Context: an optimization exercise on an open-source flow, tuned for small area. The choices shown serve that exercise and are no tape-out recipe.
The RTL was checked by simulation tests, not by an equivalence proof against the original design.
Power is estimated from default activity; no workload was simulated.

==> v38: inputs <==
==> flow/design.v <==
module c_decode (
    input  logic [31:0] inst,
    input  logic        pc,
    output logic        next_comp16,
    output logic [31:0] compressed_inst_out
);
    logic [15:0] c;
    logic [2:0]  f3;
    logic [4:0]  rd, rs2, rdp, rs1p;
    logic [11:0] imm6;
    logic [19:0] jimm;
    logic [11:0] bimm;
    logic [31:0] x;
    localparam logic [31:0] NOP = 32'h0000_0013;
    assign c    = pc ? inst[31:16] : inst[15:0];
    assign f3   = c[15:13];
    assign rd   = c[11:7];
    assign rs2  = c[6:2];
    assign rdp  = {2'b01, c[4:2]};
    assign rs1p = {2'b01, c[9:7]};
    assign imm6 = {{7{c[12]}}, c[6:2]};
    assign jimm = {{9{c[12]}}, c[8], c[10:9], c[6], c[7], c[2], c[11], c[5:3], 1'b0};
    assign bimm = {{4{c[12]}}, c[6:5], c[2], c[11:10], c[4:3], 1'b0};
    assign next_comp16 = (c != 16'h0) & (c[1:0] != 2'b11);
    always_comb begin
        x = NOP;
        casez (c[1:0])
        2'b00: case (f3)
            3'b000: x = {c[10:7], c[12:11], c[5], c[6], 4'b0, 5'h02, 3'b000, rdp, 7'b0010011};
            3'b010: x = {5'b0, c[5], c[12:10], c[6], 2'b0, rs1p, 3'b010, rdp, 7'b0000011};
            3'b110: x = {5'b0, c[5], c[12], rdp, rs1p, 3'b010, c[11:10], c[6], 2'b0, 7'b0100011};
            default: x = NOP;
            endcase
        2'b?1: case (f3)
            3'b000: x = (rd == 5'b0) ? NOP : {imm6, rd, 3'b000, rd, 7'b0010011};
            3'b001: x = {jimm[19], jimm[9:0], jimm[10], jimm[18:11], 5'h01, 7'b1101111};
            3'b010: x = {imm6, 5'h00, 3'b000, rd, 7'b0010011};
            3'b011: x = (rd == 5'h02) ? {{11{c[12]}}, c[4:3], c[5], c[2], c[6], 4'b0, 5'h02, 7'b0110111}
                                      : {{3{c[12]}}, c[6:2], 12'b0, rd, 7'b0110111};
            3'b100: case (c[11:10])
                2'b00: x = {7'b0000000, c[6:2], rs1p, 3'b101, rs1p, 7'b0010011};
                2'b01: x = {7'b0100000, c[6:2], rs1p, 3'b101, rs1p, 7'b0010011};
                2'b10: x = {imm6, rs1p, 3'b111, rs1p, 7'b0010011};
                2'b11: case (c[6:5])
                    2'b00: x = {7'b0100000, rdp, rs1p, 3'b000, rs1p, 7'b0110011};
                    2'b01: x = {7'b0000000, rdp, rs1p, 3'b100, rs1p, 7'b0110011};
                    2'b10: x = {7'b0000000, rdp, rs1p, 3'b110, rs1p, 7'b0110011};
                    2'b11: x = {7'b0000000, rdp, rs1p, 3'b111, rs1p, 7'b0110011};
                    endcase
                endcase
            3'b101: x = {jimm[19], jimm[9:0], jimm[10], jimm[18:11], 5'h00, 7'b1101111};
            3'b110: x = {bimm[11], bimm[9:4], 5'h00, rs1p, 3'b000, bimm[3:0], bimm[10], 7'b1100011};
            3'b111: x = {bimm[11], bimm[9:4], 5'h00, rs1p, 3'b001, bimm[3:0], bimm[10], 7'b1100011};
            endcase
        2'b10: case (f3)
            3'b000: x = {7'b0, c[6:2], rd, 3'b001, rd, 7'b0010011};
            3'b010: x = {4'b0, c[3:2], c[12], c[6:4], 2'b0, 5'h02, 3'b010, rd, 7'b0000011};
            3'b100: if (!c[12]) x = (rs2 == 5'h0 && rd != 5'h0) ? {12'h0, rd, 3'b000, 5'h00, 7'b1100111}
                                                               : {7'b0, rs2, 5'h00, 3'b000, rd, 7'b0110011};
                    else if (rs2 == 5'h0) x = (rd == 5'h0) ? 32'h0010_0073 : {12'h0, rd, 3'b000, 5'h01, 7'b1100111};
                    else x = {7'b0, rs2, rd, 3'b000, rd, 7'b0110011};
            3'b110: x = {4'b0, c[8:7], c[12], rs2, 5'h02, 3'b010, c[11:9], 2'b0, 7'b0100011};
            default: x = NOP;
            endcase
        endcase
    end
    assign compressed_inst_out = next_comp16 ? x : inst;
endmodule
module c_misalign (
    input   logic           clk,
    input   logic           reset,
    input   logic           sel_for_branch,
    input   logic   [31:0]  inst_in,
    output  logic           st_s0,
    output  logic           st_s1,
    output  logic   [29:0]  split_inst
);
    logic [15:0] conc_lo;
    logic [13:0] conc_hi;
    logic        mis_d;
    logic [13:0] upper;
    logic        st_a, st_b;        
    logic        is_mis, s2;
    assign is_mis     = inst_in[17] & inst_in[16];
    assign st_s1      = st_a;
    assign st_s0      = ~st_a & ~st_b;
    assign s2         = ~st_a & st_b;
    assign split_inst = {conc_lo, upper};
    always_ff @(posedge clk) begin
        conc_lo <= inst_in[15:0];
        conc_hi <= inst_in[31:18];
        mis_d   <= is_mis;
        if (!(st_a & st_b)) upper <= conc_hi;
    end
    always_ff @(posedge clk) begin
        if (reset) begin
            st_a <= 1'b0;
            st_b <= 1'b0;
        end else begin
            st_a <= (st_s0 & is_mis) | (s2 & ~sel_for_branch & mis_d);
            st_b <= (st_a & ~sel_for_branch) | (s2 & ~sel_for_branch & mis_d);
        end
    end
endmodule
module c_top(
    input   logic           clk,
    input   logic           reset_i,
    input   logic   [31:0]  pc_i,
    input   logic   [31:0]  instr_i,
    input   logic           br_taken_i,
    output  logic   [31:0]  pc_realigned_o,
    output  logic           pc_half_o,
    output  logic           stall_o,
    output  logic   [31:0]  instr_o
);
    logic        s0, s1;
    logic [29:0] split_inst;
    logic        comp16;
    logic [31:0] expanded;
    c_misalign misalign (
        .clk            (clk),
        .reset          (reset_i),
        .sel_for_branch (br_taken_i),
        .inst_in        (instr_i),
        .st_s0          (s0),
        .st_s1          (s1),
        .split_inst     (split_inst)
    );
    c_decode decode (
        .inst                (instr_i),
        .pc                  (pc_i[1]),
        .next_comp16         (comp16),
        .compressed_inst_out (expanded)
    );
    assign stall_o        = s1;
    logic [31:1] carry;
    assign pc_realigned_o[0] = pc_i[0];
    genvar i;
    for (i = 1; i < 31; i++) begin : g_inc
        logic co;
        assign {co, pc_realigned_o[i]} = pc_i[i] + carry[i];
        if (i != 15) assign carry[i+1] = co;
    end
    assign carry[1]  = s1;
    assign carry[16] = s1 & (&pc_i[15:1]);
    assign pc_realigned_o[31] = pc_i[31] ^ carry[31];
    assign pc_half_o      = s0 & comp16;
    assign instr_o        = s0 ? expanded : s1 ? 32'h0000_0013 : {split_inst, 2'b11};
endmodule
==> flow/flow/run.sh <==
#!/bin/bash
# Own layout flow: the standard ORFS flow (standard.sh) with these changes:
#  - synthesis maps the logic with area-oriented ABC scripts (see synth.tcl)
#    instead of ORFS's delay-oriented one; everything else in synthesis,
#    including register mapping and naming, is the standard flow's synthesis script;
#  - every port gets the smallest buffer (buf_1) rather than the default;
#  - the clock tree is built from clkbuf_8 alone, without dummy loads.
# Each step's full output goes to its own log in this folder.
set -euo pipefail
W=$(pwd)
F=$W/flow
export MY_ABC_SEEDS="1 2 3 4 5 6"
export MY_ABC_SECONDS=40
export BUFFER_PORTS_ARGS="-buffer_cell sky130_fd_sc_hd__buf_1"
# clock tree: clkbuf_8 only, no dummy load cells
export CTS_ARGS="-sink_clustering_enable -repair_clock_nets -dont_use_dummy_load -buf_list sky130_fd_sc_hd__clkbuf_8"
ARGS=(SYNTH_SCRIPT=$F/synth.tcl "BUFFER_PORTS_ARGS=$BUFFER_PORTS_ARGS")
bash standard.sh "${ARGS[@]}" synth > synth.log 2>&1
bash standard.sh "${ARGS[@]}" finish > layout.log 2>&1
==> flow/flow/synth.tcl <==
# The standard flow's synthesis script (synth_recipe.tcl), with ABC's delay-oriented
# mapping replaced by an area-oriented one: ABC's deep synthesis (&deepsyn)
# followed by area mapping (amap), tried with several random seeds; the
# smallest result is kept. Register mapping and naming are untouched.
proc synth {args} { yosys synth -nofsm -noshare {*}$args }
proc chip_area {} {
  set lib_args {}
  foreach lib $::env(LIB_FILES) { lappend lib_args -liberty $lib }
  set s [tee -q -s result.string stat {*}$lib_args]
  regexp {Chip area for module '[^']*': ([0-9.]+)} $s -> area
  return $area
}
proc abc {args} {
  set i [lsearch -exact $args -script]
  design -save pre_abc
  set best ""
  foreach seed $::env(MY_ABC_SEEDS) {
    set script $::env(RESULTS_DIR)/area_abc_$seed.script
    set f [open $script w]
    puts $f "strash\n&get -n\n&deepsyn -T $::env(MY_ABC_SECONDS) -S $seed\n&put\ndch -f\namap\ntopo"
    close $f
    design -load pre_abc
    lset args [expr {$i + 1}] $script
    yosys abc {*}$args
    set area [chip_area]
    puts "area-oriented ABC, seed $seed: chip area $area"
    if { $best eq "" || $area < $best } {
      set best $area
      design -save best_abc
    }
  }
  design -load best_abc
  puts "area-oriented ABC: kept chip area $best"
}
source $::env(SCRIPTS_DIR)/synth.tcl
# left out here: clear keep_hierarchy, flatten, clean up, hide names made inside functions, write 1_2_yosys.v
==> flow/standard.sh <==
#!/bin/bash
# synth_recipe.tcl (not shown) runs the flow's synth.tcl, then flattens the netlist and writes it again
# the make line also repeats each setting of config.mk as NAME=value (left out here)
make -C /OpenROAD-flow-scripts/flow DESIGN_CONFIG=/design/flow/config.mk WORK_HOME=/design/flow/orfs CLKGATE_MAP_FILE= SYNTH_SCRIPT=/design/flow/synth_recipe.tcl "${@:-finish}"
==> flow/config.mk <==
export PLATFORM = sky130hd
export DESIGN_NAME = c_top
export DESIGN_NICKNAME = c_top
export VERILOG_FILES = /design/flow/design.v
export SDC_FILE = /design/flow/constraint.sdc
export NUM_CORES = 4
export LEC_CHECK = 0
export CAP_MARGIN = 5
export CORE_MARGIN = 2
export CORE_UTILIZATION = 40
export GPL_TIMING_DRIVEN = 0
export SETUP_SLACK_MARGIN = 0.3
export SLEW_MARGIN = 5
==> flow/constraint.sdc <==
create_clock -name core_clock -period 10.0 [get_ports {clk}]
set_input_delay 2.0000 -clock core_clock [delete_from_list [all_inputs] [get_ports {clk}]]
set_output_delay 2.0000 -clock core_clock [all_outputs]
set_load 0.01 [all_outputs]
==> v30 (differences from v38) <==
--- a/flow/design.v
+++ b/flow/design.v
@@ -26,3 +26,3 @@
         x = NOP;
-        casez (c[1:0])
+        case (c[1:0])
         2'b00: case (f3)
@@ -33,3 +33,3 @@
             endcase
-        2'b?1: case (f3)
+        2'b01: case (f3)
             3'b000: x = (rd == 5'b0) ? NOP : {imm6, rd, 3'b000, rd, 7'b0010011};
@@ -64,2 +64,3 @@
             endcase
+        default: x = NOP;
         endcase
@@ -135,13 +136,3 @@
     assign stall_o        = s1;
-    logic [31:1] carry;
-    assign pc_realigned_o[0] = pc_i[0];
-    genvar i;
-    for (i = 1; i < 31; i++) begin : g_inc
-        logic co;
-        assign {co, pc_realigned_o[i]} = pc_i[i] + carry[i];
-        if (i != 15) assign carry[i+1] = co;
-    end
-    assign carry[1]  = s1;
-    assign carry[16] = s1 & (&pc_i[15:1]);
-    assign pc_realigned_o[31] = pc_i[31] ^ carry[31];
+    assign pc_realigned_o = {pc_i[31:1] + {30'b0, s1}, pc_i[0]};
     assign pc_half_o      = s0 & comp16;
==> flow/flow/run.sh (replaced) <==
#!/bin/bash
# Own layout flow: the standard ORFS flow (standard.sh) with two changes:
#  - synthesis maps the logic with an area-oriented ABC script (area.abc)
#    instead of ORFS's delay-oriented one; everything else in synthesis,
#    including register mapping and naming, is the standard flow's synthesis script;
#  - every port gets the smallest buffer (buf_1) rather than the default.
# Each step's full output goes to its own log in this folder.
set -euo pipefail
W=$(pwd)
F=$W/flow
export MY_ABC_SCRIPT=$F/area.abc
export BUFFER_PORTS_ARGS="-buffer_cell sky130_fd_sc_hd__buf_1"
ARGS=(SYNTH_SCRIPT=$F/synth.tcl "BUFFER_PORTS_ARGS=$BUFFER_PORTS_ARGS")
bash standard.sh "${ARGS[@]}" synth > synth.log 2>&1
bash standard.sh "${ARGS[@]}" finish > layout.log 2>&1
==> flow/flow/area.abc (new file) <==
strash
&get -n
&deepsyn -T 60
&put
dch -f
map -a
topo
==> flow/flow/synth.tcl (replaced) <==
# The standard flow's synthesis script (synth_recipe.tcl), with ABC's mapping script
# replaced by flow/area.abc.
proc synth {args} { yosys synth -nofsm -noshare {*}$args }
proc abc {args} {
  set i [lsearch -exact $args -script]
  if { $i >= 0 } { lset args [expr {$i + 1}] $::env(MY_ABC_SCRIPT) }
  yosys abc {*}$args
}
source $::env(SCRIPTS_DIR)/synth.tcl
# left out here: clear keep_hierarchy, flatten, clean up, hide names made inside functions, write 1_2_yosys.v
- CAP_MARGIN: 5 -> 20
- CTS_BUF_LIST: unset -> sky130_fd_sc_hd__clkbuf_8
- CTS_CLUSTER_DIAMETER: unset -> 300
- CTS_CLUSTER_SIZE: unset -> 50
- GPL_TIMING_DRIVEN: 0 -> unset
- SETUP_SLACK_MARGIN: 0.3 -> unset
- SLEW_MARGIN: 5 -> 20
==> impl_results.md <==
- P_sw: 0.162 mW
- Adder-cell share of the synthesized area: 0.130
- Count of different cell masters after synthesis: 39
- Status: finished clean
- Vias in the first global route: 3226
- Buffer share of cell area: 0.158
- Final min period: 8.89 ns
- WL/cell: 21.0 um
- Register area share after synthesis: 0.388
- DR vias/cell: 6.10
- Multi-input logic area: 1580 um^2
- CP peak stage delay: 0.59 ns
- Setup slack of the most critical reg-to-reg path: 8.53 ns
- Die height: 87.5 um
- Multi-input combinational area share: 0.451
- Core area: 6760 um^2
That was v38.
==> impl_results.md <==
- Setup slack of the most critical reg-to-reg path: 7.77 ns
- DR vias/cell: 5.65
- P_sw: 0.179 mW
- Vias in the first global route: 3798
- Count of different cell masters after synthesis: 32
- Die height: 92.4 um
- Multi-input combinational area share: 0.448
- Adder-cell share of the synthesized area: 0.00801
- CP peak stage delay: 0.53 ns
- Core area: 7650 um^2
- Status: finished clean
- Multi-input logic area: 1740 um^2
That was v30.

## port drivers added, routing unchanged
In the flow no input, the clock included, has a driving cell. The finished layouts below were timed again as built, in two steps. Step 1, drivers: a clkbuf_16 drives clk and a buf_2 each remaining input, both assumed. Step 2 times the ports against the registers' clock, not the clock port: input delays grow and output delays shrink by t, the midpoint of the rising clock arrivals with the driver on. Three values: ideal ports, drivers, drivers and shift; two values: the first two.
run	shift t [ns]	setup slack, ns	worst setup path after step 2	clock arrival spread, ns
v38	0.329	1.110 / 1.087 / 1.087	input to output	0.019 / 0.019
v30	0.339	1.611 / 1.586 / 1.586	input to output	0.014 / 0.015
After both steps setup and hold are still met in every run listed. The setup slack of v30, which loses most, moves by -0.025 ns with the drivers and by -0.025 ns with both steps.
